What follows belongs to an exercise in optimizing a design on an open flow for small area; a production flow would make more cautious choices.
Only simulation tests tie the RTL to the original design; equivalence was not proved.
No driver is modelled on the clock port, so clocking that relies on it looks cheaper here than on a real chip.
Power and IR drop assume default switching activity.

### flow/run.sh
#!/bin/bash
# Own layout flow: the standard synthesis, an area re-mapping of its
# combinational logic (flip-flops untouched, proven equivalent), then the
# standard layout steps.
set -euo pipefail
W=$(pwd)
F=$W/flow
R=$W/orfs/results/$FLOW_PLATFORM/ReactionGame/base
LIB=$FLOW_HOME/platforms/$FLOW_PLATFORM/lib/sky130_fd_sc_hd__tt_025C_1v80.lib
DONTUSE=$(cat "$F/dontuse.txt")

bash standard.sh synth > "$W/log_synth.txt" 2>&1
cp "$R/1_2_yosys.v" "$W/std.v"
python3 "$F/cutff.py" "$W/std.v" "$W/std_cut.v" > "$W/log_cut.txt" 2>&1

# Several seeds of ABC's deep synthesis in parallel; keep the smallest
# re-mapping that is proven equivalent to the standard netlist.
subst() { sed -e "s|@LIB@|$LIB|g" -e "s|@TOP@|$FLOW_TOP|g" -e "s|@ABC@|$2/abc.script|g" -e "s|@SEED@|$3|g" -e "s|@DONTUSE@|$DONTUSE|g" "$1"; }
for s in 1 2 3 4; do
  D=$W/reopt_$s
  mkdir -p "$D"
  subst "$F/abc.script" "$D" $s > "$D/abc.script"
  subst "$F/reopt.ys" "$D" $s > "$D/reopt.ys"
  subst "$F/equiv.ys" "$D" $s > "$D/equiv.ys"
  ( cd "$D" && yosys -s reopt.ys > log_reopt.txt 2>&1 &&
    python3 "$F/cutff.py" out.v out_cut.v > log_cut.txt 2>&1 &&
    cp "$W/std_cut.v" std_cut.v &&
    yosys -s equiv.ys > log_equiv.txt 2>&1 &&
    python3 "$F/area.py" out.v "$LIB" | tail -1 | awk '{print $2}' > area.txt ) &
done
wait
best=""; besta=""
for s in 1 2 3 4; do
  a=$(cat "$W/reopt_$s/area.txt" 2>/dev/null || true)
  [[ -n "$a" ]] || continue
  if [[ -z "$besta" ]] || awk "BEGIN{exit !($a < $besta)}"; then best=$s; besta=$a; fi
done
echo "best seed: ${best:-none} area ${besta:-none}" > "$W/log_pick.txt"
if [[ -n "$best" ]]; then
  cp "$W/reopt_$best/out.v" "$W/out.v"
  cp "$W/out.v" "$R/1_2_yosys.v"
  rm -f "$R/1_synth.odb" "$R/1_synth.sdc"
fi
bash standard.sh BUFFER_PORTS_ARGS="-buffer_cell sky130_fd_sc_hd__buf_1" SKIP_REPAIR_TIE_FANOUT=1 CTS_ARGS="-sink_clustering_enable -repair_clock_nets -dont_use_dummy_load -buf_list sky130_fd_sc_hd__clkbuf_4 -sink_clustering_size 20 -sink_clustering_max_diameter 60" finish > "$W/log_finish.txt" 2>&1
### flow/abc.script
strash
&get -n
&deepsyn -T 60 -S @SEED@
&put
dch
amap
topo
### flow/area.py
import re,sys,collections
lib=sys.argv[2]
A={}
cur=None
for line in open(lib):
    m=re.match(r'\s*cell\s*\(\s*"?(\w+)"?\s*\)',line)
    if m: cur=m.group(1); continue
    m=re.match(r'\s*area\s*:\s*([\d.]+)',line)
    if m and cur: A[cur]=float(m.group(1)); cur=None
c=collections.Counter(re.findall(r'^\s*(sky130_fd_sc_hd__\w+)\s',open(sys.argv[1]).read(),re.M))
tot=0
rows=[]
for k,n in c.items():
    if any(x in k for x in ['fill','tap','decap']): continue
    rows.append((A[k]*n,k,n)); tot+=A[k]*n
for a,k,n in sorted(rows,reverse=True): print(f"{k[16:]:16s} {n:4d} {a:8.1f}")
print("total",tot)
### flow/cutff.py
#!/usr/bin/env python3
"""Cut the flip-flops of a Yosys-written gate netlist: each flip-flop
instance becomes an input (its current state, named after the instance)
and an output (its next state), so that two netlists with the same
flip-flop instances can be compared combinationally.
usage: cutff.py IN.v OUT.v"""
import re, sys
src = open(sys.argv[1]).read()
inst_re = re.compile(r'^\s*(sky130_fd_sc_hd__(e?dfxtp)_\d+)\s+(\S+)\s*\((.*?)\);\s*$', re.M | re.S)
pin_re = re.compile(r'\.(\w+)\(([^()]*)\)')
ins, outs, assigns = [], [], []
def canon(name):
    return "ff_" + re.sub(r'[^A-Za-z0-9_]', '_', name)
seen = set()
def repl(m):
    kind, name, body = m.group(2), m.group(3), m.group(4)
    pins = {p: n.strip() + " " for p, n in pin_re.findall(body)}
    c = canon(name)
    assert c not in seen, c
    seen.add(c)
    ins.append(c + "_q"); outs.append(c + "_n")
    assigns.append(f"  assign {pins['Q']} = {c}_q;")
    if kind == "edfxtp":
        assigns.append(f"  assign {c}_n = {pins['DE']} ? {pins['D']} : {c}_q;")
    else:
        assigns.append(f"  assign {c}_n = {pins['D']};")
    return ""
body = inst_re.sub(repl, src)
m = re.search(r'module\s+(\w+)\s*\(([^)]*)\);', body)
ports = m.group(2).strip()
newports = ", ".join([ports] + ins + outs)
decl = "\n".join([f"  input {x};" for x in ins] + [f"  output {x};" for x in outs])
body = body[:m.start()] + f"module {m.group(1)}({newports});\n{decl}\n" + body[m.end():]
body = body.replace("endmodule", "\n".join(assigns) + "\nendmodule", 1)
open(sys.argv[2], "w").write(body)
print(len(ins), "flip-flops cut", file=sys.stderr)
### flow/dontuse.txt
-dont_use sky130_fd_sc_hd__lpflow_bleeder_1 -dont_use sky130_fd_sc_hd__lpflow_clkbufkapwr_1 -dont_use sky130_fd_sc_hd__lpflow_clkbufkapwr_16 -dont_use sky130_fd_sc_hd__lpflow_clkbufkapwr_2 -dont_use sky130_fd_sc_hd__lpflow_clkbufkapwr_4 -dont_use sky130_fd_sc_hd__lpflow_clkbufkapwr_8 -dont_use sky130_fd_sc_hd__lpflow_clkinvkapwr_1 -dont_use sky130_fd_sc_hd__lpflow_clkinvkapwr_16 -dont_use sky130_fd_sc_hd__lpflow_clkinvkapwr_2 -dont_use sky130_fd_sc_hd__lpflow_clkinvkapwr_4 -dont_use sky130_fd_sc_hd__lpflow_clkinvkapwr_8 -dont_use sky130_fd_sc_hd__lpflow_decapkapwr_12 -dont_use sky130_fd_sc_hd__lpflow_decapkapwr_3 -dont_use sky130_fd_sc_hd__lpflow_decapkapwr_4 -dont_use sky130_fd_sc_hd__lpflow_decapkapwr_6 -dont_use sky130_fd_sc_hd__lpflow_decapkapwr_8 -dont_use sky130_fd_sc_hd__lpflow_inputiso0n_1 -dont_use sky130_fd_sc_hd__lpflow_inputiso0p_1 -dont_use sky130_fd_sc_hd__lpflow_inputiso1n_1 -dont_use sky130_fd_sc_hd__lpflow_inputiso1p_1 -dont_use sky130_fd_sc_hd__lpflow_inputisolatch_1 -dont_use sky130_fd_sc_hd__lpflow_isobufsrc_1 -dont_use sky130_fd_sc_hd__lpflow_isobufsrc_16 -dont_use sky130_fd_sc_hd__lpflow_isobufsrc_2 -dont_use sky130_fd_sc_hd__lpflow_isobufsrc_4 -dont_use sky130_fd_sc_hd__lpflow_isobufsrc_8 -dont_use sky130_fd_sc_hd__lpflow_isobufsrckapwr_16 -dont_use sky130_fd_sc_hd__lpflow_lsbuf_lh_hl_isowell_tap_1 -dont_use sky130_fd_sc_hd__lpflow_lsbuf_lh_hl_isowell_tap_2 -dont_use sky130_fd_sc_hd__lpflow_lsbuf_lh_hl_isowell_tap_4 -dont_use sky130_fd_sc_hd__lpflow_lsbuf_lh_isowell_4 -dont_use sky130_fd_sc_hd__lpflow_lsbuf_lh_isowell_tap_1 -dont_use sky130_fd_sc_hd__lpflow_lsbuf_lh_isowell_tap_2 -dont_use sky130_fd_sc_hd__lpflow_lsbuf_lh_isowell_tap_4 -dont_use sky130_fd_sc_hd__probe_p_8 -dont_use sky130_fd_sc_hd__probec_p_8 
### flow/equiv.ys
# Check that out.v computes what std.v computes: both with their flip-flops
# cut (cutff.py) and paired by instance name, compared by SAT.
read_liberty -ignore_miss_func @LIB@
read_verilog std_cut.v
rename @TOP@ gold
read_verilog out_cut.v
rename @TOP@ gate
hierarchy -check
flatten gold gate
delete t:$scopeinfo
opt_clean
miter -equiv -flatten -make_assert gold gate miter
hierarchy -top miter
sat -verify -prove-asserts
### flow/reopt.ys
# Re-map the combinational logic of the standard synthesis for area. The
# flip-flop instances (names and cell types) are kept as they are.
read_liberty -ignore_miss_func @LIB@
read_verilog ../std.v
hierarchy -top @TOP@
setattr -mod -set keep_hierarchy 1 sky130_fd_sc_hd__*df* sky130_fd_sc_hd__*dl*
flatten
delete t:$scopeinfo
opt_clean -purge
select @TOP@
opt -full
abc -liberty @LIB@ @DONTUSE@ -script @ABC@
opt_clean -purge
hilomap -singleton -hicell sky130_fd_sc_hd__conb_1 HI -locell sky130_fd_sc_hd__conb_1 LO
splitnets
opt_clean -purge
write_verilog -noattr -nohex -nodec -selected out.v
### standard.sh
#!/bin/bash
# synth_recipe.tcl (not shown) runs the flow's synth.tcl, then flattens the netlist and writes it again
# the make line also repeats each setting of config.mk as NAME=value (left out here)
make -C /OpenROAD-flow-scripts/flow DESIGN_CONFIG=/design/flow/config.mk WORK_HOME=/design/flow/orfs CLKGATE_MAP_FILE= SYNTH_SCRIPT=/design/flow/synth_recipe.tcl "${@:-finish}"
### config.mk
export PLATFORM = sky130hd
export DESIGN_NAME = ReactionGame
export DESIGN_NICKNAME = ReactionGame
export VERILOG_FILES = /design/flow/design.v
export SDC_FILE = /design/flow/constraint.sdc
export NUM_CORES = 4
export LEC_CHECK = 0
export CAP_MARGIN = 20
export CORE_MARGIN = 2
export CORE_UTILIZATION = 40
export SLEW_MARGIN = 20
### constraint.sdc
create_clock -name core_clock -period 25.0 [get_ports {CLOCK_50}]
set_input_delay 5.0000 -clock core_clock [delete_from_list [all_inputs] [get_ports {CLOCK_50}]]
set_output_delay 5.0000 -clock core_clock [all_outputs]
set_load 0.01 [all_outputs]
### design.v
module ReactionGame(
    input        CLOCK_50,
    input        reset,
    input  [1:0] KEY,
    output [9:0] LEDR,
    output [6:0] HEX0,
    output [6:0] HEX1
);
    reg [1:0] key_s1, key_s2, key_prev;
    always @(posedge CLOCK_50) begin
        key_s1   <= ~KEY;
        key_s2   <= key_s1;
        key_prev <= key_s2;
    end
    wire [1:0] key_edge = key_s2 & ~key_prev;
    localparam [31:0] SEED = 32'hA5A5_A5A5;
    reg  [31:0] lfsr_q;
    wire [31:0] lfsr = lfsr_q ^ SEED;
    wire        fb = lfsr[31] ^ lfsr[21] ^ lfsr[1] ^ lfsr[0];
    always @(posedge CLOCK_50) begin
        if (reset) lfsr_q <= 32'd0;
        else       lfsr_q <= {lfsr[30:0], fb} ^ SEED;
    end
    localparam S_IDLE = 2'd0, S_AF = 2'd1, S_A = 2'd3, S_R = 2'd2;
    reg [1:0] state;
    reg       chosen;         
    reg [3:0] tens, ones;     
    reg [3:0] hi_t, hi_o, lo;
    wire [3:0] o_inc, o_dec, t_inc, t_dec, ho_inc, ht_inc, lo_inc, lo_w;
    wire [6:0] seg_o, seg_t;
    wire ge33;
    assign o_inc[0] = (~ones[0]);
    assign o_inc[1] = (ones[1] & ~ones[0]) | (~ones[3] & ~ones[1] & ones[0]);
    assign o_inc[2] = (ones[2] & ~ones[0]) | (ones[2] & ~ones[1]) | (~ones[2] & ones[1] & ones[0]);
    assign o_inc[3] = (ones[3] & ~ones[0]) | (ones[2] & ones[1] & ones[0]);
    assign o_dec[0] = (~ones[0]);
    assign o_dec[1] = (ones[1] & ones[0]) | (ones[3] & ~ones[0]) | (ones[2] & ~ones[1] & ~ones[0]);
    assign o_dec[2] = (ones[2] & ones[0]) | (ones[3] & ~ones[0]) | (ones[2] & ones[1]);
    assign o_dec[3] = (ones[3] & ones[0]) | (~ones[3] & ~ones[2] & ~ones[1] & ~ones[0]);
    assign t_inc[0] = (~tens[0]);
    assign t_inc[1] = (~tens[1] & tens[0]) | (tens[1] & ~tens[0]);
    assign t_inc[2] = (tens[2] & ~tens[0]) | (tens[2] & ~tens[1]) | (~tens[2] & tens[1] & tens[0]);
    assign t_inc[3] = (tens[3]) | (tens[2] & tens[1] & tens[0]);
    assign t_dec[0] = (~tens[0]);
    assign t_dec[1] = (~tens[1] & ~tens[0]) | (tens[1] & tens[0]);
    assign t_dec[2] = (tens[2] & tens[0]) | (tens[3] & ~tens[0]) | (tens[2] & tens[1]);
    assign t_dec[3] = (tens[3] & tens[0]);
    assign ho_inc[0] = (~hi_o[0]);
    assign ho_inc[1] = (hi_o[1] & ~hi_o[0]) | (~hi_o[3] & ~hi_o[1] & hi_o[0]);
    assign ho_inc[2] = (hi_o[2] & ~hi_o[0]) | (hi_o[2] & ~hi_o[1]) | (~hi_o[2] & hi_o[1] & hi_o[0]);
    assign ho_inc[3] = (hi_o[3] & ~hi_o[0]) | (hi_o[2] & hi_o[1] & hi_o[0]);
    assign ht_inc[0] = (~hi_t[0]);
    assign ht_inc[1] = (~hi_t[1] & hi_t[0]) | (hi_t[1] & ~hi_t[0]);
    assign ht_inc[2] = (hi_t[2] & ~hi_t[0]) | (~hi_t[2] & hi_t[1] & hi_t[0]) | (hi_t[2] & ~hi_t[1]);
    assign ht_inc[3] = (hi_t[3]) | (hi_t[2] & hi_t[1] & hi_t[0]);
    assign lo_inc[0] = (~lo[0]);
    assign lo_inc[1] = (~lo[1] & lo[0]) | (lo[1] & ~lo[0]);
    assign lo_inc[2] = (lo[2] & ~lo[1]) | (lo[2] & ~lo[0]) | (~lo[3] & ~lo[2] & lo[1] & lo[0]);
    assign lo_inc[3] = (lo[3] & ~lo[1]) | (lo[3] & ~lo[0]) | (lo[2] & lo[1] & lo[0]);
    assign seg_o[0] = (ones[2] & ~ones[1] & ~ones[0]) | (~ones[3] & ~ones[2] & ~ones[1] & ones[0]);
    assign seg_o[1] = (ones[2] & ones[1] & ~ones[0]) | (ones[2] & ~ones[1] & ones[0]);
    assign seg_o[2] = (~ones[2] & ones[1] & ~ones[0]);
    assign seg_o[3] = (ones[2] & ~ones[1] & ~ones[0]) | (ones[2] & ones[1] & ones[0]) | (~ones[3] & ~ones[2] & ~ones[1] & ones[0]);
    assign seg_o[4] = (ones[0]) | (ones[2] & ~ones[1]);
    assign seg_o[5] = (~ones[2] & ones[1]) | (ones[1] & ones[0]) | (~ones[3] & ~ones[2] & ones[0]);
    assign seg_o[6] = (~ones[3] & ~ones[2] & ~ones[1]) | (ones[2] & ones[1] & ones[0]);
    assign seg_t[0] = (tens[2] & ~tens[1] & ~tens[0]) | (~tens[3] & ~tens[2] & ~tens[1] & tens[0]);
    assign seg_t[1] = (tens[2] & tens[1] & ~tens[0]) | (tens[2] & ~tens[1] & tens[0]);
    assign seg_t[2] = (~tens[2] & tens[1] & ~tens[0]);
    assign seg_t[3] = (tens[2] & ~tens[1] & ~tens[0]) | (tens[2] & tens[1] & tens[0]) | (~tens[3] & ~tens[2] & ~tens[1] & tens[0]);
    assign seg_t[4] = (tens[0]) | (tens[2] & ~tens[1]);
    assign seg_t[5] = (~tens[2] & tens[1]) | (tens[1] & tens[0]) | (~tens[3] & ~tens[2] & tens[0]);
    assign seg_t[6] = (~tens[3] & ~tens[2] & ~tens[1]) | (tens[2] & tens[1] & tens[0]);
    assign ge33 = (tens[2]) | (tens[3]) | (tens[1] & tens[0] & ones[2]) | (tens[1] & tens[0] & ones[3]) | (tens[1] & tens[0] & ones[1] & ones[0]);
    assign lo_w[0] = ~((tens[2]) | (tens[3]) | (tens[1] & tens[0]) | (tens[0] & ~ones[3] & ~ones[2]) | (tens[1] & ones[3]) | (tens[0] & ones[2] & ~ones[1]) | (tens[1] & ones[2] & ones[0]) | (~tens[0] & ones[3] & ones[0]) | (tens[1] & ones[2] & ones[1]) | (tens[0] & ~ones[3] & ~ones[0]) | (~tens[1] & ~ones[3] & ~ones[2] & ~ones[1] & ~ones[0]));
    assign lo_w[1] = (~tens[3] & ~tens[2] & ~tens[1] & tens[0]) | (~tens[2] & tens[1] & ~tens[0] & ~ones[3] & ~ones[2]) | (~tens[3] & ~tens[2] & ~tens[1] & ones[3] & ones[0]) | (~tens[2] & tens[1] & ~tens[0] & ones[2] & ~ones[1] & ~ones[0]);
    assign lo_w[2] = ~((~tens[1]) | (tens[2]) | (tens[0] & ones[2]) | (~tens[0] & ~ones[3] & ~ones[2]) | (tens[0] & ones[3]) | (ones[2] & ~ones[1] & ~ones[0]) | (~ones[2] & ones[1] & ones[0]));
    assign lo_w[3] = 1'b0;
    wire o9 = (ones[3] & ones[0]);
    wire o0 = (~ones[3] & ~ones[2] & ~ones[1] & ~ones[0]);
    wire t9 = (tens[3] & tens[0]);
    wire t0 = (~tens[3] & ~tens[2] & ~tens[1] & ~tens[0]);
    wire ho9 = (hi_o[3] & hi_o[0]);
    wire ho5 = (hi_o[2] & ~hi_o[1] & hi_o[0]);
    wire ht12 = (hi_t[3] & hi_t[2]);
    wire lo11 = (lo[3] & lo[1] & lo[0]);
    wire lo0 = (~lo[3] & ~lo[2] & ~lo[1] & ~lo[0]);
    wire zero     = lo0 & ht12 & ho5;
    wire active   = state[0];
    wire idle     = (state == S_IDLE);
    wire correct  = chosen ? key_edge[1] : key_edge[0];
    wire any_edge = |key_edge;
    wire done     = any_edge || zero;
    wire s99      = t9 & o9;
    wire s0       = t0 & o0;
    reg [11:0] idle_v;
    always @(*) begin
        case (reset ? 2'b01 : lfsr[1:0])
            2'b00:   idle_v = {4'd10, 4'd4, 4'd2};
            2'b01:   idle_v = {4'd8, 4'd3, 4'd4};
            2'b10:   idle_v = {4'd4, 4'd1, 4'd8};
            default: idle_v = {4'd0, 4'd0, 4'd0};
        endcase
    end
    always @(posedge CLOCK_50) begin
        if (reset || state == S_R) begin
            hi_t <= idle_v[11:8];
            hi_o <= idle_v[7:4];
            lo   <= idle_v[3:0];
        end else if (idle && zero) begin
            hi_t <= ge33 ? 4'd10 : tens;
            hi_o <= ge33 ? 4'd0 : ones;
            lo   <= lo_w;
        end else if (lo11) begin
            lo <= 4'd0;
            hi_o <= ho_inc;
            if (ho9) hi_t <= ht_inc;
        end else begin
            lo <= lo_inc;
        end
        if (idle && zero)
            chosen <= lfsr[1];
        if (reset) begin
            state <= S_IDLE;
            tens <= 4'd0;
            ones <= 4'd0;
        end else begin
            if (active && correct) begin
                if (!s99) begin
                    ones <= o_inc;
                    if (o9) tens <= t_inc;
                end
            end else if (active && done) begin
                if (!s0) begin
                    ones <= o_dec;
                    if (o0) tens <= t_dec;
                end
            end
            state[1] <= active;
            state[0] <= active ? !done : (idle && zero);
        end
    end
    wire lit = ~reset & state[1];    
    assign LEDR[9:2] = 8'b0;
    assign LEDR[1] = lit & chosen;
    assign LEDR[0] = lit & ~chosen;
    assign HEX0 = seg_o;
    assign HEX1 = seg_t;
endmodule
==> flow_metrics.tcl, run 1 <==
set metrics [dict create \
    combinationalPowerShare 0.057 \
    area_growth_pct 10.41 \
    total_power_mw 0.1624 \
    crit_path_start_kind "input port" \
    yosysWarnings 1 \
    hold_depth 0 \
    vias 1826 \
    clock_path_buffers 2 \
    antenna_found_initial 0 \
    path_max_fanout 39 \
    crit_path_end_kind "output pin" \
    whs_endpoint "key_s2[0]" \
    p_sw_frac 0.2288 \
    diodes 0 \
    ant_nets 0 \
    p_int_mw 0.1252 \
    dpl_cell_area_mm2 0.002441 \
    hold_viol 0 \
    cts_tree "yes" \
    drive_above_1_share 0.03497 \
    coreArea_mm2 0.005507 \
    wirelength_um 4503 \
    cts_hold_buf 0 \
    powerDensity_mw_per_mm2 64.73 \
    postCtsResizedCells 0 \
    syn_nets 261 \
    overflow 0 \
    global_route.usage.total 0.1657 \
    dp_hpwl_um 3263 \
    cts_root_buffer "clkbuf_4" \
    rows 27 \
    r2r_start "lo[0]" \
    finalSetupViolCount 0 \
    clk_pin_slew_ps 90 \
    grt_pass1_wl_um 7831 \
    portBuffers 19 \
    r2r_cells 12 \
    fin_skew_ps 18.64 \
    crit_type "input port to output pin" \
    status "complete, no violations" \
    max_freq_mhz 91.14 \
    worst_pin_slew_ps 732.0 \
    min_path_type "flip-flop to flip-flop" \
    via_per_inst 5.101 \
    min_period_over_period 0.4389 \
    postSynthCellCount 257 \
    die_area_mm2 0.006300 \
    grt_pass1_vias 1745 \
    cap_viol_max_count 0 \
    ioPinCount 28 \
    wl_per_cell_um 12.58 \
    r2r-end "tens[3]" \
    die_y_um 79.37 \
    layout.nets 292 \
    fin_tns_setup_ps 0 \
    cts_setup_buffers 0 \
    start_util 0.4126 \
    drcViolationCount 0 \
    place.gp.congestion 0.8810 \
    fin_hold_ws_ps 341.0 \
    ff2ff_setup_slack_ps 21870 \
    rsz0062_at_grt "no" \
    min-delay-start "key_s1[0]" \
    cts.htree.levels 3 \
    dr.pass1.iters 4 \
    syn-cell-area_mm2 0.002272 \
    numCtsBuffers 9 \
    timing.final.crit_period_ps 10970 \
    required_ps 20000 \
    seq_power_share 0.662 \
    cp.arrival_ps 5970 \
    p_leak_nw 0.9170 \
    relSlewSlack 0.5068 \
    peakVddDrop_v 0.00005059 \
    cts_sinks 61 \
    drt_iter0_drc 100 \
    p_clk_frac 0.281 \
    design_area_mm2 0.002509 \
    switchingPower_mw 0.03715 \
    die_x_um 79.37 \
    report.final.slew_viol_count 0 \
    grt_start_max_net_pins 40 \
    clkLatencyLatePin_ps 400 \
    avgSynthCellArea_um2 8.841 \
]
metrics by stage:
step           instances    util  worst slack [ps]
2_1_floorplan        257       -             14700
3_3_place_gp         349  0.4433             14040
5_1_grt              358  0.4556             13880
6_report             358  0.4556             14030
4_1_cts              358  0.4556             14000
3_5_place_dp         349  0.4433             14010
power by group through the flow:
stage                     Sequential [mW]  Combinational [mW]  Clock (mW)
after detailed placement            0.110             0.00935           0
after global placement              0.110             0.00922           0
after floorplan                     0.109             0.00675           0
final                               0.107             0.00928      0.0457
after CTS                           0.107             0.00940      0.0485
after global routing                0.108              0.0108      0.0516
cells in the final DEF (no fill, tap or decap), drive strengths merged:
master / instances
or3: 5
nand3: 2
edfxtp: 9
a31oi: 4
clkbuf: 9
a311oi: 1
nand4: 1
nor2: 65
conb: 1
and3: 1
o32ai: 3
o221ai: 2
nor3b: 1
o221a: 2
buf: 20
o21a: 4
a2111oi: 1
o21ai: 9
a21oi: 10
nor4b: 1
o22ai: 10
a22oi: 1
a221oi: 2
nor2b: 9
o21bai: 1
a211oi: 2
nor3: 6
and2: 1
clkinv: 30
nand2: 16
o31ai: 1
dfxtp: 52
or2: 3
o211ai: 1
routing by layer:
layer / vias to the layer above / wire, um / track usage
met1: 815 / 2076 / 0.2065
li1: 937 / - / -
met2: 58 / 1911 / 0.2424
met3: 16 / 333 / 0.06561
met4: 0 / 180 / 0.09655
met5: - / 0 / 0
critical path: stages:
cell,delay [ps]
buf_1,70
buf_4,330
clkinv_1,230
nand2_1,160
nor2_1,50
buf_1,120
layout make-up:
type                            instances  area (um2)
Inverter                               30       112.6
Clock buffer                            9       67.56
Sequential cell                        61        1311
Multi-Input combinational cell        166       848.3
Fill cell                             548        2998
Timing Repair Buffer                   20       78.83
Tap cell                               72       90.09
registers in the layout, indices dropped and copies added, names as in the netlist, 3 cells and up, named ones only:
register	flops
tens	4
hi_t	4
hi_o	3
lo	4
lfsr_q	32
how the worst max path moves through the flow:
stage	start	endpoint	slack (ps)	cells past startpoint
final	reset	LEDR[0]	14030	6
after global routing	reset	LEDR[0]	13880	6
after CTS	reset	LEDR[0]	14000	6
after detailed placement	reset	LEDR[0]	14010	6
after global placement	reset	LEDR[0]	14040	6
after floorplan	reset	LEDR[0]	14700	3
==> inputs of run 2 (changes only) <==
==> flow/run.sh (replaced) <==
#!/bin/bash
# Own layout flow: the standard synthesis, an area re-mapping of its
# combinational logic (flip-flops untouched), then the standard layout.
set -euo pipefail
W=$(pwd)
F=$W/flow
R=$W/orfs/results/$FLOW_PLATFORM/ReactionGame/base
LIB=$FLOW_HOME/platforms/$FLOW_PLATFORM/lib/sky130_fd_sc_hd__tt_025C_1v80.lib
DONTUSE=$(cat "$F/dontuse.txt")

bash standard.sh synth > "$W/log_synth.txt" 2>&1
cp "$R/1_2_yosys.v" "$W/std.v"

subst() { sed -e "s|@LIB@|$LIB|g" -e "s|@TOP@|$FLOW_TOP|g" -e "s|@ABC@|$F/abc.script|g" -e "s|@DONTUSE@|$DONTUSE|g" "$1"; }
subst "$F/reopt.ys" > "$W/reopt.ys"
subst "$F/equiv.ys" > "$W/equiv.ys"
if yosys -s "$W/reopt.ys" > "$W/log_reopt.txt" 2>&1 &&
   python3 "$F/cutff.py" "$W/std.v" "$W/std_cut.v" > "$W/log_cut.txt" 2>&1 &&
   python3 "$F/cutff.py" "$W/out.v" "$W/out_cut.v" >> "$W/log_cut.txt" 2>&1 &&
   yosys -s "$W/equiv.ys" > "$W/log_equiv.txt" 2>&1; then
  cp "$W/out.v" "$R/1_2_yosys.v"
else
  echo "re-mapping not proven; keeping the standard netlist" >> "$W/log_equiv.txt"
fi
rm -f "$R/1_synth.odb" "$R/1_synth.sdc"
bash standard.sh BUFFER_PORTS_ARGS="-buffer_cell sky130_fd_sc_hd__buf_1" SKIP_REPAIR_TIE_FANOUT=1 CTS_ARGS="-sink_clustering_enable -repair_clock_nets -dont_use_dummy_load -buf_list sky130_fd_sc_hd__clkbuf_4 -sink_clustering_size 20 -sink_clustering_max_diameter 60" finish > "$W/log_finish.txt" 2>&1
==> flow/abc.script (replaced) <==
strash
&get -n
&deepsyn -T 60
&put
dch
amap
topo
--- a/flow/reopt.ys
+++ b/flow/reopt.ys
@@ -2,5 +2,5 @@
 # flip-flop instances (names and cell types) are kept as they are.
 read_liberty -ignore_miss_func @LIB@
-read_verilog ../std.v
+read_verilog std.v
 hierarchy -top @TOP@
 setattr -mod -set keep_hierarchy 1 sky130_fd_sc_hd__*df* sky130_fd_sc_hd__*dl*
removed: flow/area.py
==> run 2 against run 1 <==
Net effect: critical path depth unchanged; register-to-register slack better by 310 ps; non-clock buffer count unchanged; worst hold slack worse by 11 ps; die area grew 1.1%; critical path type unchanged; largest cell class unchanged; largest power group unchanged.
==> flow_metrics.tcl, run 2 <==
set metrics [dict create \
    fill_cells 571 \
    multiInputGateArea_um2 863.3 \
    dp.cells 362 \
    clkLatencyLatePin_ps 400 \
    ff2ff_setup_slack_ps 22180 \
    p_leak_nw 0.9379 \
    cts.htree.levels 3 \
    fin_skew_ps 36.51 \
    report.final.slew_viol_count 0 \
    ant_nets 0 \
    r2r_cells 11 \
    dp_hpwl_um 3431 \
    finalSetupViolCount 0 \
    place.gp.congestion 0.9226 \
    clock_path_buffers 2 \
    peakVddDrop_v 0.00003490 \
    max_freq_mhz 91.11 \
    drive_above_1_share 0.03344 \
    endpoint "LEDR[1]" \
    required_ps 20000 \
    timing.final.crit_period_ps 10980 \
    regMostFlops "lfsr_q" \
    die_area_mm2 0.006369 \
    crit_path_start_kind "input port" \
    rows 27 \
    ioPinCount 28 \
    antenna_found_initial 0 \
    area_growth_pct 10.29 \
    clk_pin_slew_ps 80 \
    cap_viol_max_count 0 \
    crit_type "input port to output pin" \
    status "complete, no violations" \
    die_x_um 79.81 \
    final_common_cell "nor2_1" \
    finalWorstSetupSlack_ps 14020 \
    r2r-end "tens[1]" \
    rsz0062_at_grt "no" \
    min_path_type "flip-flop to flip-flop" \
    grt_pass1_wl_um 8197 \
    grt_pass1_vias 1792 \
    cts_root_buffer "clkbuf_4" \
    min_period_over_period 0.4390 \
    layout.nets 305 \
    global_route.usage.total 0.1699 \
    vias 1869 \
    cts_sinks 61 \
    hold_viol 0 \
    powerDensity_mw_per_mm2 64.04 \
    cp.arrival_ps 5980 \
    coreArea_mm2 0.005540 \
    diodes 0 \
    path_max_fanout 43 \
    via_per_inst 5.038 \
    die_y_um 79.81 \
    syn_nets 274 \
    total_power_mw 0.1623 \
    overflow 0 \
    wirelength_um 4732 \
    cts_setup_buffers 0 \
    largest_register_ffs 32 \
    portBuffers 19 \
    dr.pass1.iters 4 \
    crit_path_end_kind "output pin" \
    avgSynthCellArea_um2 8.513 \
    pre_cts_ws_ps 13990 \
    cts_tree "yes" \
    wl_per_cell_um 12.75 \
    syn-cell-area_mm2 0.002298 \
    grt_start_max_net_pins 44 \
    postSynthCellCount 270 \
    cts_hold_buf 0 \
    r2r_start "ones[0]" \
    yosysWarnings 1 \
    numCtsBuffers 9 \
    fin_util 0.4575 \
    start_util 0.4149 \
    drt_iter0_drc 73 \
    fin_tns_setup_ps 0 \
    layoutNonFillerInstCount 371 \
    mostFrequentLayoutCells "nor2_1 (71), dfxtp_1 (52), clkinv_1 (33), nand2_1 (20), buf_1 (19)" \
    regArea_mm2 0.001311 \
    crit_start "reset" \
    drcViolationCount 0 \
    postCtsResizedCells 0 \
]
## run 2: final cells by class
cell class                 instances  area share
multi-input combinational        176      0.3406
clock buffer                       9     0.02665
timing repair buffer              20     0.03110
tap                               72     0.03554
sequential                        61      0.5173
inverter                          33     0.04886
## run 2: critical path, cell delays in order
cell	delay (ps)
buf_1	60
buf_4	350
clkinv_1	210
nand2_1	160
nor2_1	50
buf_1	120
## run 2: through the flow
stage / cell area (um2) / hold WS [ps]
after floorplan: 2298 / 309.6
after global placement: 2467 / 311.0
after detailed placement: 2467 / 312.1
after CTS: 2535 / 333.1
after global routing: 2535 / 344.8
final: 2535 / 330.3
## run 2: power by group
part           leakage (nW)  total, mW  internal (mW)  switching, mW
Combinational         0.379    0.00937        0.00335        0.00602
Sequential            0.517      0.108          0.105        0.00238
Clock                0.0414     0.0455         0.0167         0.0288
Total                 0.938      0.162          0.125         0.0371
## run 2: worst min path at each step
stage,from,to,slack (ps),cells after the start
after CTS,key_s1[0],key_s2[0],330,0
final,key_s1[0],key_s2[0],330,0
after detailed placement,key_s1[0],key_s2[0],310,0
after floorplan,key_s1[0],key_s2[0],310,0
after global routing,key_s1[0],key_s2[0],340,0
after global placement,key_s1[1],key_s2[1],310,0
## run 2: metal layers
metal | part of all wire | up-vias | global-route usage
met5 | 0 | - | 0
met1 | 0.48 | 858 | 0.2100
met3 | 0.058 | 10 | 0.06448
met4 | 0.017 | 0 | 0.07627
li1 | - | 970 | -
met2 | 0.44 | 31 | 0.2630
==> inputs of run 3 (changes only) <==
==> flow/run.sh (replaced) <==
#!/bin/bash
# Own layout flow: the standard synthesis, an area re-mapping of its
# combinational logic (flip-flops untouched, proven equivalent), then the
# standard layout steps.
set -euo pipefail
W=$(pwd)
F=$W/flow
R=$W/orfs/results/$FLOW_PLATFORM/ReactionGame/base
LIB=$FLOW_HOME/platforms/$FLOW_PLATFORM/lib/sky130_fd_sc_hd__tt_025C_1v80.lib
DONTUSE=$(cat "$F/dontuse.txt")

bash standard.sh synth > "$W/log_synth.txt" 2>&1
cp "$R/1_2_yosys.v" "$W/std.v"
python3 "$F/cutff.py" "$W/std.v" "$W/std_cut.v" > "$W/log_cut.txt" 2>&1

# Several seeds of ABC's deep synthesis in parallel; keep the smallest
# re-mapping that is proven equivalent to the standard netlist.
subst() { sed -e "s|@LIB@|$LIB|g" -e "s|@TOP@|$FLOW_TOP|g" -e "s|@ABC@|$2/abc.script|g" -e "s|@SEED@|$3|g" -e "s|@DONTUSE@|$DONTUSE|g" "$1"; }
for s in 1 2 3 4; do
  D=$W/reopt_$s
  mkdir -p "$D"
  subst "$F/abc.script" "$D" $s > "$D/abc.script"
  subst "$F/reopt.ys" "$D" $s > "$D/reopt.ys"
  subst "$F/equiv.ys" "$D" $s > "$D/equiv.ys"
  ( cd "$D" && yosys -s reopt.ys > log_reopt.txt 2>&1 &&
    python3 "$F/cutff.py" out.v out_cut.v > log_cut.txt 2>&1 &&
    cp "$W/std_cut.v" std_cut.v &&
    yosys -s equiv.ys > log_equiv.txt 2>&1 &&
    python3 "$F/area.py" out.v "$LIB" | tail -1 | awk '{print $2}' > area.txt ) &
done
wait
best=""; besta=""
for s in 1 2 3 4; do
  a=$(cat "$W/reopt_$s/area.txt" 2>/dev/null || true)
  [[ -n "$a" ]] || continue
  if [[ -z "$besta" ]] || awk "BEGIN{exit !($a < $besta)}"; then best=$s; besta=$a; fi
done
echo "best seed: ${best:-none} area ${besta:-none}" > "$W/log_pick.txt"
if [[ -n "$best" ]]; then
  cp "$W/reopt_$best/out.v" "$W/out.v"
  cp "$W/out.v" "$R/1_2_yosys.v"
  rm -f "$R/1_synth.odb" "$R/1_synth.sdc"
fi
bash standard.sh BUFFER_PORTS_ARGS="-buffer_cell sky130_fd_sc_hd__buf_1" SKIP_REPAIR_TIE_FANOUT=1 PRE_CTS_TCL="$F/cts_pre.tcl" CTS_ARGS="-sink_clustering_enable -repair_clock_nets -dont_use_dummy_load -buf_list sky130_fd_sc_hd__clkbuf_4 -sink_clustering_size 20 -sink_clustering_max_diameter 60" finish > "$W/log_finish.txt" 2>&1
==> flow/abc.script (replaced) <==
strash
&get -n
&deepsyn -T 60 -S @SEED@
&put
dch
amap
topo
==> flow/area.py (new file) <==
import re,sys,collections
lib=sys.argv[2]
A={}
cur=None
for line in open(lib):
    m=re.match(r'\s*cell\s*\(\s*"?(\w+)"?\s*\)',line)
    if m: cur=m.group(1); continue
    m=re.match(r'\s*area\s*:\s*([\d.]+)',line)
    if m and cur: A[cur]=float(m.group(1)); cur=None
c=collections.Counter(re.findall(r'^\s*(sky130_fd_sc_hd__\w+)\s',open(sys.argv[1]).read(),re.M))
tot=0
rows=[]
for k,n in c.items():
    if any(x in k for x in ['fill','tap','decap']): continue
    rows.append((A[k]*n,k,n)); tot+=A[k]*n
for a,k,n in sorted(rows,reverse=True): print(f"{k[16:]:16s} {n:4d} {a:8.1f}")
print("total",tot)
==> flow/cts_pre.tcl (new file) <==
# Manual clock tree: the flip-flops are split into K clusters by position
# (k-means); each cluster gets a clkbuf_4 at its centre, all fed by one
# root buffer next to the clock port.
proc my_cts { K leafcell rootcell } {
  set block [ord::get_db_block]
  set pts {}
  foreach it [[$block findNet CLOCK_50] getITerms] {
    set inst [$it getInst]
    set bb [$inst getBBox]
    lappend pts [list [$inst getName]/[[$it getMTerm] getName] [expr {([$bb xMin]+[$bb xMax])/2.0}] [expr {([$bb yMin]+[$bb yMax])/2.0}]]
  }
  set n [llength $pts]
  # k-means, initial centres from the sorted x order
  set sorted [lsort -real -index 1 $pts]
  set cs {}
  for {set k 0} {$k < $K} {incr k} {
    set p [lindex $sorted [expr {int(($k + 0.5) * $n / $K)}]]
    lappend cs [list [lindex $p 1] [lindex $p 2]]
  }
  for {set iter 0} {$iter < 50} {incr iter} {
    set asg {}
    foreach p $pts {
      set best 0; set bd 1e30
      for {set k 0} {$k < $K} {incr k} {
        set c [lindex $cs $k]
        set d [expr {abs([lindex $p 1]-[lindex $c 0]) + abs([lindex $p 2]-[lindex $c 1])}]
        if {$d < $bd} { set bd $d; set best $k }
      }
      lappend asg $best
    }
    set ncs {}
    for {set k 0} {$k < $K} {incr k} {
      set sx 0; set sy 0; set m 0
      foreach p $pts a $asg { if {$a == $k} { set sx [expr {$sx+[lindex $p 1]}]; set sy [expr {$sy+[lindex $p 2]}]; incr m } }
      if {$m > 0} { lappend ncs [list [expr {$sx/$m}] [expr {$sy/$m}]] } else { lappend ncs [lindex $cs $k] }
    }
    set cs $ncs
  }
  set dbu [$block getDbUnitsPerMicron]
  set leafins {}
  for {set k 0} {$k < $K} {incr k} {
    set pins {}
    foreach p $pts a $asg { if {$a == $k} { lappend pins [get_pins [lindex $p 0]] } }
    if {[llength $pins] == 0} continue
    set c [lindex $cs $k]
    insert_buffer -buffer_cell $leafcell -net CLOCK_50 -load_pins $pins \
      -location [list [expr {[lindex $c 0]/$dbu}] [expr {[lindex $c 1]/$dbu}]] \
      -buffer_name clkleaf_$k -net_name clknet_leaf_$k
    lappend leafins [get_pins clkleaf_$k/A]
    puts "my_cts: cluster $k [llength $pins] sinks"
  }
  if {$rootcell ne ""} {
    set sx 0; set sy 0
    foreach c $cs { set sx [expr {$sx+[lindex $c 0]}]; set sy [expr {$sy+[lindex $c 1]}] }
    insert_buffer -buffer_cell $rootcell -net CLOCK_50 -load_pins $leafins \
      -location [list [expr {$sx/$K/$dbu}] [expr {$sy/$K/$dbu}]] \
      -buffer_name clkroot -net_name clknet_root
  }
}

my_cts 4 sky130_fd_sc_hd__clkbuf_8 {}
--- a/flow/reopt.ys
+++ b/flow/reopt.ys
@@ -2,5 +2,5 @@
 # flip-flop instances (names and cell types) are kept as they are.
 read_liberty -ignore_miss_func @LIB@
-read_verilog std.v
+read_verilog ../std.v
 hierarchy -top @TOP@
 setattr -mod -set keep_hierarchy 1 sky130_fd_sc_hd__*df* sky130_fd_sc_hd__*dl*
==> run 3 against run 2 <==
Net effect: critical endpoint is now LEDR[0]; clock skew is 15 ps lower; sequential share of layout area is 1.1 points lower; setup slack better by 13 ps; global-route usage is 0.59 points lower.
==> flow_metrics.tcl, run 3 <==
set metrics [dict create \
    path_depth 6 \
    combinationalPowerShare 0.047 \
    p_sw_frac 0.2279 \
    fin_util 0.4735 \
    crit_type "input port to output pin" \
    yosysWarnings 1 \
    crit_path_start_kind "input port" \
    p_leak_nw 0.9699 \
    worst_pin_slew_ps 681.3 \
    ioPinCount 28 \
    die_y_um 79.08 \
    grt_util_met1 0.1929 \
    cts_hold_buf 0 \
    status "complete, no violations" \
    postCtsResizedCells 0 \
    diodes 0 \
    max_freq_mhz 91.22 \
    grt_busiest_layer "met2" \
    worst-path-buf-inv 4 \
    syn_nets 263 \
    powerDensity_mw_per_mm2 74.74 \
    crit_path_end_kind "output pin" \
    global_route.usage.total 0.1640 \
    timing.final.crit_period_ps 10960 \
    avgSynthCellArea_um2 8.705 \
    die_x_um 79.08 \
    postSynthCellCount 259 \
    p_clk_frac 0.399 \
    fin_tns_setup_ps 0 \
    drcViolationCount 0 \
    regMostFlops "lfsr_q" \
    clk_pin_slew_ps 80 \
    fin_skew_ps 21.82 \
    cp.arrival_ps 5960 \
    cts_setup_buffers 0 \
    met2_usage 0.2424 \
    via_per_inst 4.968 \
    dp.cells 351 \
    p_int_mw 0.1495 \
    cp_common_cell "buf_1" \
    mostFrequentLayoutCells "nor2_1 (71), dfxtp_1 (52), clkinv_1 (30), o21ai_0 (20), buf_1 (19)" \
    seq_power_share 0.555 \
    die_area_mm2 0.006253 \
    drive_above_1_share 0.06711 \
    rsz0062_at_grt "no" \
    relSlewSlack 0.5410 \
    vias 1838 \
    hold_depth 0 \
    fill_cells 581 \
    start_util 0.4120 \
    largest_register_ffs 32 \
    switchingPower_mw 0.04414 \
    dr.pass1.iters 4 \
    finalWorstSetupSlack_ps 14040 \
    syn-cell-area_mm2 0.002255 \
    area_growth_pct 14.93 \
    min_path_type "flip-flop to flip-flop" \
    r2r_cells 10 \
    path_max_fanout 40 \
    layout.nets 304 \
    overflow 0 \
    coreArea_mm2 0.005473 \
    required_ps 20000 \
    grt_pass1_vias 1787 \
    peakVddDrop_v 0.00004450 \
    max_stage_delay_ps 340 \
    rows 27 \
    drt_iter0_drc 110 \
    grtUsageMet3 0.07273 \
    grt_start_max_net_pins 41 \
    pre_cts_ws_ps 14000 \
    final_common_cell "nor2_1" \
    portBuffers 19 \
    min_period_over_period 0.4385 \
    layoutNonFillerInstCount 370 \
    place.gp.congestion 0.8313 \
    wirelength_um 4651 \
    report.final.slew_viol_count 0 \
    crit_chain "buf_1 > buf_4 > clkinv_1 > nand2_1 > nor2_1 > buf_1" \
    ff2ff_setup_slack_ps 22190 \
    dp_hpwl_um 3168 \
    finalSetupViolCount 0 \
    path_delay_family "buffers and inverters" \
    wl_per_cell_um 12.57 \
    ant_nets 0 \
    antenna_found_initial 0 \
    grt_pass1_wl_um 7831 \
    cap_viol_max_count 0 \
    crit_slowest_cell "buf_4" \
    cts_tree "yes" \
    hold_viol 0 \
    clkLatencyLatePin_ps 680 \
    total_power_mw 0.1937 \
]
run 3: final timing paths:
kind	from	endpoint
max	reset	LEDR[0]
min	key_s1[0]	key_s2[0]
max reg2reg	lo[0]	tens[2]
min reg2reg	key_s1[0]	key_s2[0]
run 3: worst reg2reg max path, stage by stage, from the launching register on:
cell and delay [ps]:
dfxtp_1 330, or2_0 250, nor3_1 310, a211oi_1 160
nor2_1 160, o21ai_0 130, a21oi_1 370, o21ai_0 220
clkinv_1 110, o21ai_0 220, a2111oi_0 450
run 3: final cells by class, without the clock buffers:
class | count | area (um2) | area share
Timing Repair Buffer | 20 | 78.83 | 0.03042
Multi-Input combinational cell | 168 | 830.8 | 0.3206
Tap cell | 72 | 90.09 | 0.03477
Sequential cell | 61 | 1311 | 0.5060
Inverter | 30 | 112.6 | 0.04346
run 3: metrics by stage:
stage	area, um2	hold WS, ps
after detailed placement	2424	312.1
final	2591	330.5
after global placement	2424	311.8
after global routing	2591	344.6
after CTS	2591	336.8
after floorplan	2255	309.6
run 3: power groups by stage:
stage	clock network, mW	registers [mW]	logic, mW
global placement	0	0.110	0.00886
finish	0.0772	0.107	0.00902
CTS	0.0809	0.108	0.00908
detailed placement	0	0.110	0.00904
floorplan	0	0.109	0.00650
global route	0.0849	0.108	0.0105
run 3: per-layer routing:
metal / vias to the layer above / share of wire
met5: - / 0
met4: 0 / 0.027
met3: 17 / 0.055
met2: 52 / 0.45
met1: 809 / 0.47
li1: 960 / -
==> inputs of run 4 (changes only) <==
--- a/flow/run.sh
+++ b/flow/run.sh
@@ -42,3 +42,3 @@
   rm -f "$R/1_synth.odb" "$R/1_synth.sdc"
 fi
-bash standard.sh BUFFER_PORTS_ARGS="-buffer_cell sky130_fd_sc_hd__buf_1" SKIP_REPAIR_TIE_FANOUT=1 PRE_CTS_TCL="$F/cts_pre.tcl" CTS_ARGS="-sink_clustering_enable -repair_clock_nets -dont_use_dummy_load -buf_list sky130_fd_sc_hd__clkbuf_4 -sink_clustering_size 20 -sink_clustering_max_diameter 60" finish > "$W/log_finish.txt" 2>&1
+bash standard.sh BUFFER_PORTS_ARGS="-buffer_cell sky130_fd_sc_hd__buf_1" SKIP_REPAIR_TIE_FANOUT=1 PRE_CTS_TCL="$F/cts_pre.tcl" CTS_ARGS="-sink_clustering_enable -repair_clock_nets -dont_use_dummy_load -buf_list sky130_fd_sc_hd__clkbuf_8 -sink_clustering_size 20 -sink_clustering_max_diameter 60" finish > "$W/log_finish.txt" 2>&1
--- a/flow/cts_pre.tcl
+++ b/flow/cts_pre.tcl
@@ -1,5 +1,5 @@
 # Manual clock tree: the flip-flops are split into K clusters by position
-# (k-means); each cluster gets a clkbuf_4 at its centre, all fed by one
-# root buffer next to the clock port.
+# (k-means); each cluster gets a leaf buffer at its centre, fed by an
+# optional root buffer or straight from the clock port.
 proc my_cts { K leafcell rootcell } {
   set block [ord::get_db_block]
==> run 4 against run 3 <==
Net effect: still clean; final cell count shrank 4.1%; power shrank 20%; global-route usage shrank 2.4 points; sequential share of layout area grew 2.3 points; first-iteration DRC count grew 35%; routed wire length shrank 6.0%; final area shrank 4.3%; maximum frequency shrank 0.15%; critical path depth is the same; register-to-register slack gained 60 ps; synthesized cell count is the same.
==> flow_metrics.tcl, run 4 <==
set metrics [dict create \
    worst-path-buf-inv 4 \
    largest_register_ffs 32 \
    die_area_mm2 0.006253 \
    clkLatencyLatePin_ps 160 \
    peakVddDrop_v 0.00004120 \
    dr.pass1.iters 4 \
    diodes 0 \
    drive_above_1_share 0.01767 \
    path_delay_family "buffers and inverters" \
    powerDensity_mw_per_mm2 62.56 \
    r2r_cells 10 \
    min_period_over_period 0.4391 \
    grt_pass1_wl_um 7355 \
    final_common_cell "nor2_1" \
    dp.cells 351 \
    whs_endpoint "key_s2[1]" \
    cp.arrival_ps 5980 \
    design_area_mm2 0.002479 \
    required_ps 20000 \
    ant_nets 0 \
    ioPinCount 28 \
    mostFrequentLayoutCells "nor2_1 (71), dfxtp_1 (52), clkinv_1 (30), o21ai_0 (20), buf_1 (19)" \
    grt_start_max_net_pins 41 \
    finalSetupViolCount 0 \
    min_path_type "flip-flop to flip-flop" \
    status "complete, no violations" \
    rsz0062_at_grt "no" \
    fin_util 0.4529 \
    path_max_fanout 40 \
    wirelength_um 4373 \
    syn_nets 263 \
    drcViolationCount 0 \
    postSynthCellCount 259 \
    vias 1746 \
    via_per_inst 4.918 \
    cap_viol_max_count 0 \
    p_leak_nw 0.9009 \
    grtUsageMet3 0.01250 \
    coreArea_mm2 0.005473 \
    crit_path_start_kind "input port" \
    ff2ff_setup_slack_ps 22250 \
    crit_type "input port to output pin" \
    dpl_cell_area_mm2 0.002424 \
    layout.nets 289 \
    grt_util_met1 0.1972 \
    avgSynthCellArea_um2 8.705 \
    crit_chain "buf_1 > buf_4 > clkinv_1 > nand2_1 > nor2_1 > buf_1" \
    global_route.usage.total 0.1402 \
    place.gp.congestion 0.8313 \
    yosysWarnings 1 \
    grt_busiest_layer "met2" \
    cp_common_cell "buf_1" \
    wl_per_cell_um 12.32 \
    fill_cells 585 \
    cts_setup_buffers 0 \
    relSlewSlack 0.5438 \
    clk_pin_slew_ps 110 \
    r2r-end "tens[2]" \
    multiInputGateArea_um2 830.8 \
    fin_skew_ps 27.27 \
    start_util 0.4120 \
    area_growth_pct 9.934 \
    overflow 0 \
    cts_hold_buf 0 \
    syn-cell-area_mm2 0.002255 \
    timing.final.crit_period_ps 10980 \
    rows 27 \
    crit_path_end_kind "output pin" \
    worst_pin_slew_ps 677.1 \
    hold_viol 0 \
    die_x_um 79.08 \
    portBuffers 19 \
    regArea_mm2 0.001311 \
    met2_usage 0.2339 \
    max_stage_delay_ps 340 \
    r2r_start "lo[0]" \
    hold_depth 0 \
    regMostFlops "lfsr_q" \
    fin_tns_setup_ps 0 \
    postCtsResizedCells 0 \
    crit_slowest_cell "buf_4" \
    max_freq_mhz 91.09 \
    die_y_um 79.08 \
    min-delay-start "key_s1[1]" \
    layoutNonFillerInstCount 355 \
    dp_hpwl_um 3168 \
    antenna_found_initial 0 \
    drt_iter0_drc 148 \
    report.final.slew_viol_count 0 \
    grt_pass1_vias 1607 \
]
==> run 4: per-stage QoR <==
stage	setup WS [ps]	power, mW	hold slack, ps
6_report	14020	0.1551	341.9
5_1_grt	13920	0.1619	349.2
2_1_floorplan	14700	0.1155	309.6
3_5_place_dp	14000	0.1188	312.1
4_1_cts	14000	0.1482	312.1
3_3_place_gp	14020	0.1186	311.8
==> run 4: how the worst max path moves through the flow <==
| stage | startpoint | to | slack, ps | depth (start not counted) |
|---|---|---|---|---|
| CTS | reset | LEDR[0] | 14000 | 6 |
| floorplan | reset | LEDR[0] | 14700 | 3 |
| global placement | reset | LEDR[0] | 14020 | 6 |
| finish | reset | LEDR[0] | 14020 | 6 |
| global route | reset | LEDR[0] | 13920 | 6 |
| detailed placement | reset | LEDR[0] | 14000 | 6 |
==> run 4: power by group <==
part           internal (mW)  total, mW  switching, mW
Clock                 0.0148     0.0386         0.0238
Combinational        0.00330    0.00899        0.00569
Sequential             0.105      0.107        0.00239
==> run 4: final cells by class, without the clock buffers <==
| cell class | instances | area share |
|---|---|---|
| repair buffers | 20 | 0.03180 |
| flip-flops and latches | 61 | 0.5290 |
| well taps | 72 | 0.03635 |
| multi-input cells | 168 | 0.3352 |
| inverters | 30 | 0.04543 |
==> run 4: worst register-to-register path: stages, from the launching register on <==
cell	delay [ps]
dfxtp_1	340
or2_0	250
nor3_1	300
a211oi_1	160
nor2_1	160
o21ai_0	130
a21oi_1	330
o21ai_0	200
clkinv_1	110
o21ai_0	210
a2111oi_0	470
==> run 4: per-layer routing <==
metal / share of wire / vias to the layer above
met3: 0.041 / 10
met1: 0.49 / 781
met4: 0.023 / 0
met2: 0.45 / 38
li1: - / 917
met5: 0 / -
==> inputs of run 5 (changes only) <==
--- a/design.v
+++ b/design.v
@@ -9,9 +9,9 @@
     reg [1:0] key_s1, key_s2, key_prev;
     always @(posedge CLOCK_50) begin
-        key_s1   <= ~KEY;
+        key_s1   <= KEY;
         key_s2   <= key_s1;
         key_prev <= key_s2;
     end
-    wire [1:0] key_edge = key_s2 & ~key_prev;
+    wire [1:0] key_edge = ~key_s2 & key_prev;
     localparam [31:0] SEED = 32'hA5A5_A5A5;
     reg  [31:0] lfsr_q;
--- a/flow/run.sh
+++ b/flow/run.sh
@@ -17,5 +17,5 @@
 # re-mapping that is proven equivalent to the standard netlist.
 subst() { sed -e "s|@LIB@|$LIB|g" -e "s|@TOP@|$FLOW_TOP|g" -e "s|@ABC@|$2/abc.script|g" -e "s|@SEED@|$3|g" -e "s|@DONTUSE@|$DONTUSE|g" "$1"; }
-for s in 1 2 3 4; do
+for s in 1 2 3 4 5 6 7 8; do
   D=$W/reopt_$s
   mkdir -p "$D"
@@ -28,8 +28,9 @@
     yosys -s equiv.ys > log_equiv.txt 2>&1 &&
     python3 "$F/area.py" out.v "$LIB" | tail -1 | awk '{print $2}' > area.txt ) &
+  if [[ $s == 4 ]]; then wait; fi
 done
 wait
 best=""; besta=""
-for s in 1 2 3 4; do
+for s in 1 2 3 4 5 6 7 8; do
   a=$(cat "$W/reopt_$s/area.txt" 2>/dev/null || true)
   [[ -n "$a" ]] || continue
==> flow/abc.script (replaced) <==
strash
&get -n
&deepsyn -T 45 -S @SEED@
&put
dch
amap
topo
--- a/flow/cts_pre.tcl
+++ b/flow/cts_pre.tcl
@@ -18,14 +18,22 @@
     lappend cs [list [lindex $p 1] [lindex $p 2]]
   }
+  set cap [expr {($n + $K - 1) / $K + 1}]
   for {set iter 0} {$iter < 50} {incr iter} {
-    set asg {}
-    foreach p $pts {
-      set best 0; set bd 1e30
+    # capacitated assignment: closest (sink, cluster) pairs first
+    set pairs {}
+    for {set i 0} {$i < $n} {incr i} {
+      set p [lindex $pts $i]
       for {set k 0} {$k < $K} {incr k} {
         set c [lindex $cs $k]
-        set d [expr {abs([lindex $p 1]-[lindex $c 0]) + abs([lindex $p 2]-[lindex $c 1])}]
-        if {$d < $bd} { set bd $d; set best $k }
+        lappend pairs [list [expr {abs([lindex $p 1]-[lindex $c 0]) + abs([lindex $p 2]-[lindex $c 1])}] $i $k]
       }
-      lappend asg $best
+    }
+    set asg [lrepeat $n -1]
+    set cnt [lrepeat $K 0]
+    foreach pr [lsort -real -index 0 $pairs] {
+      lassign $pr d i k
+      if {[lindex $asg $i] >= 0 || [lindex $cnt $k] >= $cap} continue
+      lset asg $i $k
+      lset cnt $k [expr {[lindex $cnt $k] + 1}]
     }
     set ncs {}
==> run 5 against run 4 <==
Net effect: largest power group unchanged; synthesized cell count is 0.77% lower; utilization down 0.14 points; global-route usage increased by 0.24 points; critical path type unchanged.
==> flow_metrics.tcl, run 5 <==
set metrics [dict create \
    dp.cells 349 \
    dr.pass1.iters 4 \
    pre_cts_ws_ps 13970 \
    design_area_mm2 0.002471 \
    yosysWarnings 1 \
    crit_start "reset" \
    start_util 0.4106 \
    cts_hold_buf 0 \
    cts_setup_buffers 0 \
    p_clk_frac 0.244 \
    clkLatencyLatePin_ps 150 \
    die_area_mm2 0.006233 \
    wirelength_um 4422 \
    die_y_um 78.95 \
    worst_pin_slew_ps 559.3 \
    dp_hpwl_um 3269 \
    powerDensity_mw_per_mm2 62.31 \
    drcViolationCount 0 \
    grt_pass1_wl_um 7341 \
    crit_type "input port to output pin" \
    drt_iter0_drc 176 \
    peakVddDrop_v 0.00005367 \
    layout.nets 287 \
    r2r_cells 12 \
    place.gp.congestion 0.8591 \
    hold_viol 0 \
    die_x_um 78.95 \
    ioPinCount 28 \
    syn_nets 261 \
    status "complete, no violations" \
    report.final.slew_viol_count 0 \
    avgSynthCellArea_um2 8.744 \
    global_route.usage.total 0.1426 \
    syn-cell-area_mm2 0.002247 \
    min_path_type "flip-flop to flip-flop" \
    p_sw_frac 0.2004 \
    r2r-end "tens[2]" \
    seq_power_share 0.700 \
    coreArea_mm2 0.005473 \
    path_max_fanout 39 \
    drive_above_1_share 0.01779 \
    p_int_mw 0.1231 \
    ant_nets 0 \
    portBuffers 19 \
    mostFrequentLayoutCells "nor2_1 (68), dfxtp_1 (52), clkinv_1 (27), buf_1 (19), nand2_1 (18)" \
    p_leak_nw 0.9113 \
    endpoint "LEDR[0]" \
    clk_pin_slew_ps 90 \
    area_growth_pct 9.967 \
    ff2ff_setup_slack_ps 21850 \
    fill_cells 570 \
    cp_common_cell "buf_1" \
    crit_slowest_cell "buf_4" \
    finalSetupViolCount 0 \
    grt_pass1_vias 1552 \
    rsz0062_at_grt "no" \
    via_per_inst 5.008 \
    postCtsResizedCells 0 \
    final_common_cell "nor2_1" \
    max_stage_delay_ps 340 \
    max_freq_mhz 90.90 \
    crit_path_end_kind "output pin" \
    switchingPower_mw 0.03086 \
    postSynthCellCount 257 \
    required_ps 20000 \
    r2r_start "ones[0]" \
    timing.final.crit_period_ps 11000 \
    combinationalPowerShare 0.057 \
    wl_per_cell_um 12.53 \
    cap_viol_max_count 0 \
    regMostFlops "lfsr_q" \
    layoutNonFillerInstCount 353 \
    fin_tns_setup_ps 0 \
    diodes 0 \
    vias 1768 \
    fin_skew_ps 8.757 \
    grt_start_max_net_pins 40 \
    overflow 0 \
    largest_register_ffs 32 \
    relSlewSlack 0.6232 \
    crit_chain "buf_1 > buf_4 > clkinv_1 > nand2_1 > nor2_1 > buf_1" \
    dpl_cell_area_mm2 0.002416 \
    cp.arrival_ps 6000 \
    min_period_over_period 0.4401 \
    rows 27 \
    crit_path_start_kind "input port" \
    finalWorstSetupSlack_ps 14000 \
    antenna_found_initial 0 \
]
[run 5: metrics by stage]
step / hold WS (ps) / util / power (mW)
3_5_place_dp: 321.5 / 0.4415 / 0.1187
2_1_floorplan: 309.6 / - / 0.1156
6_report: 336.3 / 0.4515 / 0.1540
4_1_cts: 320.7 / 0.4515 / 0.1482
5_1_grt: 349.2 / 0.4515 / 0.1605
3_3_place_gp: 320.5 / 0.4415 / 0.1185
[run 5: critical path, delay by kind of cell]
kind	cells	cell delay [ps]
buf+inv	4	770
simple gates	2	220
[run 5: layout make-up, without the clock buffers]
class | count | area (um2) | area share
Inverter | 27 | 101.3 | 0.04101
Multi-Input combinational cell | 169 | 834.6 | 0.3377
Sequential cell | 61 | 1311 | 0.5306
Tap cell | 72 | 90.09 | 0.03646
Timing Repair Buffer | 20 | 78.83 | 0.03190
[run 5: metal layers]
| layer | track usage | vias to the layer above | share of wire |
|---|---|---|---|
| met3 | 0.009091 | 5 | 0.056 |
| met4 | 0.03448 | 0 | 0.018 |
| li1 | - | 914 | - |
| met5 | 0 | - | 0 |
| met2 | 0.2128 | 49 | 0.41 |
| met1 | 0.2251 | 800 | 0.52 |
[run 5: power groups by stage]
| stage | Clock (mW) | Sequential [mW] | Combinational [mW] |
|---|---|---|---|
| floorplan | 0 | 0.109 | 0.00627 |
| global placement | 0 | 0.110 | 0.00862 |
| detailed placement | 0 | 0.110 | 0.00871 |
| CTS | 0.0293 | 0.110 | 0.00880 |
| global route | 0.0419 | 0.108 | 0.0101 |
| finish | 0.0375 | 0.108 | 0.00871 |
[run 5: worst min path at each step]
stage                            to       from  depth (start not counted)
after CTS                 key_s2[0]  key_s1[0]                          0
after global placement    key_s2[0]  key_s1[0]                          0
after global routing      key_s2[0]  key_s1[0]                          0
after detailed placement  key_s2[0]  key_s1[0]                          0
final                     key_s2[0]  key_s1[0]                          0
after floorplan           key_s2[0]  key_s1[0]                          0
==> inputs of run 6 (changes only) <==
--- a/flow/run.sh
+++ b/flow/run.sh
@@ -43,3 +43,3 @@
   rm -f "$R/1_synth.odb" "$R/1_synth.sdc"
 fi
-bash standard.sh BUFFER_PORTS_ARGS="-buffer_cell sky130_fd_sc_hd__buf_1" SKIP_REPAIR_TIE_FANOUT=1 PRE_CTS_TCL="$F/cts_pre.tcl" CTS_ARGS="-sink_clustering_enable -repair_clock_nets -dont_use_dummy_load -buf_list sky130_fd_sc_hd__clkbuf_8 -sink_clustering_size 20 -sink_clustering_max_diameter 60" finish > "$W/log_finish.txt" 2>&1
+bash standard.sh BUFFER_PORTS_ARGS="-buffer_cell sky130_fd_sc_hd__buf_1" SKIP_REPAIR_TIE_FANOUT=1 PRE_CTS_TCL="$F/cts_pre.tcl" CTS_ARGS="-sink_clustering_enable -repair_clock_nets -dont_use_dummy_load -buf_list sky130_fd_sc_hd__buf_6 -sink_clustering_size 20 -sink_clustering_max_diameter 60" finish > "$W/log_finish.txt" 2>&1
--- a/flow/cts_pre.tcl
+++ b/flow/cts_pre.tcl
@@ -67,3 +67,3 @@
 }
 
-my_cts 4 sky130_fd_sc_hd__clkbuf_8 {}
+my_cts 4 sky130_fd_sc_hd__buf_6 {}
==> run 6 against run 5 <==
Net effect: routed wire length rose by 0.81%; synthesized cell count did not move; setup slack got worse by 11 ps; power fell by 1.3%; sequential power barely moved; register-to-register slack barely moved; clock power fell by 5%; global-route usage did not move; sequential share of layout area rose by 0.22 points; final cell count did not move; via count rose by 0.90%; maximum frequency fell by 0.10%.
==> flow_metrics.tcl, run 6 <==
set metrics [dict create \
    grtUsageMet3 0.009091 \
    grt_util_met1 0.2251 \
    avgSynthCellArea_um2 8.744 \
    mostFrequentLayoutCells "nor2_1 (68), dfxtp_1 (52), clkinv_1 (27), buf_1 (19), nand2_1 (18)" \
    ant_nets 0 \
    coreArea_mm2 0.005473 \
    overflow 0 \
    place.gp.congestion 0.8591 \
    grt_pass1_vias 1552 \
    drt_iter0_drc 155 \
    yosysWarnings 1 \
    crit_path_start_kind "input port" \
    crit_path_end_kind "output pin" \
    finalSetupViolCount 0 \
    regMostFlops "lfsr_q" \
    layout.nets 287 \
    status "complete, no violations" \
    postSynthCellCount 257 \
    finalWorstSetupSlack_ps 13990 \
    ioPinCount 28 \
    grt_start_max_net_pins 40 \
    met2_usage 0.2128 \
    antenna_found_initial 0 \
    die_area_mm2 0.006233 \
    cap_viol_max_count 0 \
    vias 1784 \
    crit_chain "buf_1 > buf_4 > clkinv_1 > nand2_1 > nor2_1 > buf_1" \
    drive_above_1_share 0.01779 \
    syn-cell-area_mm2 0.002247 \
    dp.cells 349 \
    path_delay_family "buffers and inverters" \
    final_common_cell "nor2_1" \
    global_route.usage.total 0.1426 \
    hold_viol 0 \
    required_ps 20000 \
    path_max_fanout 39 \
    worst_pin_slew_ps 559.8 \
    rsz0062_at_grt "no" \
    report.final.slew_viol_count 0 \
    crit_slowest_cell "buf_4" \
    worst-path-buf-inv 4 \
    area_growth_pct 9.521 \
    fin_tns_setup_ps 0 \
    start_util 0.4106 \
    max_stage_delay_ps 350 \
    layoutNonFillerInstCount 353 \
    min_path_type "flip-flop to flip-flop" \
    dp_hpwl_um 3269 \
    die_x_um 78.95 \
    timing.final.crit_period_ps 11010 \
    cp.arrival_ps 6010 \
    postCtsResizedCells 0 \
    max_freq_mhz 90.80 \
    drcViolationCount 0 \
    dr.pass1.iters 4 \
    grt_busiest_layer "met1" \
    p_leak_nw 0.9067 \
    diodes 0 \
    fin_skew_ps 12.31 \
    syn_nets 261 \
    largest_register_ffs 32 \
    powerDensity_mw_per_mm2 61.77 \
    cts_hold_buf 0 \
    peakVddDrop_v 0.00004776 \
    portBuffers 19 \
    min_period_over_period 0.4405 \
    rows 27 \
    via_per_inst 5.054 \
    clk_pin_slew_ps 90 \
    die_y_um 78.95 \
    crit_type "input port to output pin" \
    cts_setup_buffers 0 \
    pre_cts_ws_ps 13970 \
    cp_common_cell "buf_1" \
    wl_per_cell_um 12.63 \
    wirelength_um 4458 \
    grt_pass1_wl_um 7341 \
    clkLatencyLatePin_ps 130 \
    relSlewSlack 0.6228 \
]
## run 6: final timing paths
path             start  cells past startpoint        end  slack, ps
min          key_s1[0]                      0  key_s2[0]        340
min reg2reg  key_s1[0]                      0  key_s2[0]        340
max              reset                      6    LEDR[0]      13990
max reg2reg    ones[0]                     12    tens[2]      21860
## run 6: metal layers
metal / vias up / part of all wire
li1: 916 / -
met1: 811 / 0.52
met2: 52 / 0.41
met3: 5 / 0.052
met4: 0 / 0.019
met5: - / 0
## run 6: where the power goes
group | internal (mW) | total (mW) | switching [mW]
registers | 0.105 | 0.108 | 0.00255
logic | 0.00315 | 0.00875 | 0.00560
clock network | 0.0129 | 0.0355 | 0.0226
## run 6: layout make-up, without the clock buffers
type                            count  area, um2
Timing Repair Buffer               20      78.83
Multi-Input combinational cell    169      834.6
Tap cell                           72      90.09
Sequential cell                    61       1311
Fill cell                         571       3012
Inverter                           27      101.3
## run 6: metrics by stage
step | hold WS, ps | total power [mW] | util | cell area [um2]
floorplan | 309.6 | 0.1156 | - | 2247
global placement | 320.5 | 0.1185 | 0.4415 | 2416
detailed placement | 321.5 | 0.1187 | 0.4415 | 2416
CTS | 320.7 | 0.1463 | 0.4497 | 2461
global route | 350.7 | 0.1585 | 0.4497 | 2461
finish | 337.9 | 0.1520 | 0.4497 | 2461

[re-timing with driven ports]
No port has a modelled driver above. Below, the same layouts with a new extraction and two added sets of constraints. Step 1 (the two cells are an assumption about what drives the block):
set clk [get_ports {CLOCK_50}]
set_driving_cell -lib_cell sky130_fd_sc_hd__clkbuf_16 $clk
set_driving_cell -lib_cell sky130_fd_sc_hd__buf_2 [delete_from_list [all_inputs] $clk]
Step 2 moves the port delays by t, midway between the first and last clock arrival at a register: inputs arrive t later, outputs are due t later. That takes back most of the time a late clock gives input paths. a / b / c = ideal / step 1 / step 2; a / b = the first two.
run | shift t [ns] | slack for setup (ns) | worst setup path at the end | worst slew at a driven data input, ns
run 1 | 0.411 | 14.028 / 14.005 / 14.005 | input to output | 0.03
run 2 | 0.405 | 14.025 / 14.003 / 14.003 | input to output | 0.03
run 3 | 0.690 | 14.038 / 14.017 / 14.017 | input to output | 0.03
run 4 | 0.200 | 14.022 / 14.001 / 14.001 | input to output | 0.03
run 5 | 0.202 | 13.998 / 13.976 / 13.976 | input to output | 0.03
run 6 | 0.183 | 13.987 / 13.965 / 13.965 | input to output | 0.03
After both steps setup and hold are still met in every run listed. For run 1, which loses most, drivers alone change the setup slack by -0.023 ns; drivers and shift together by -0.023 ns.
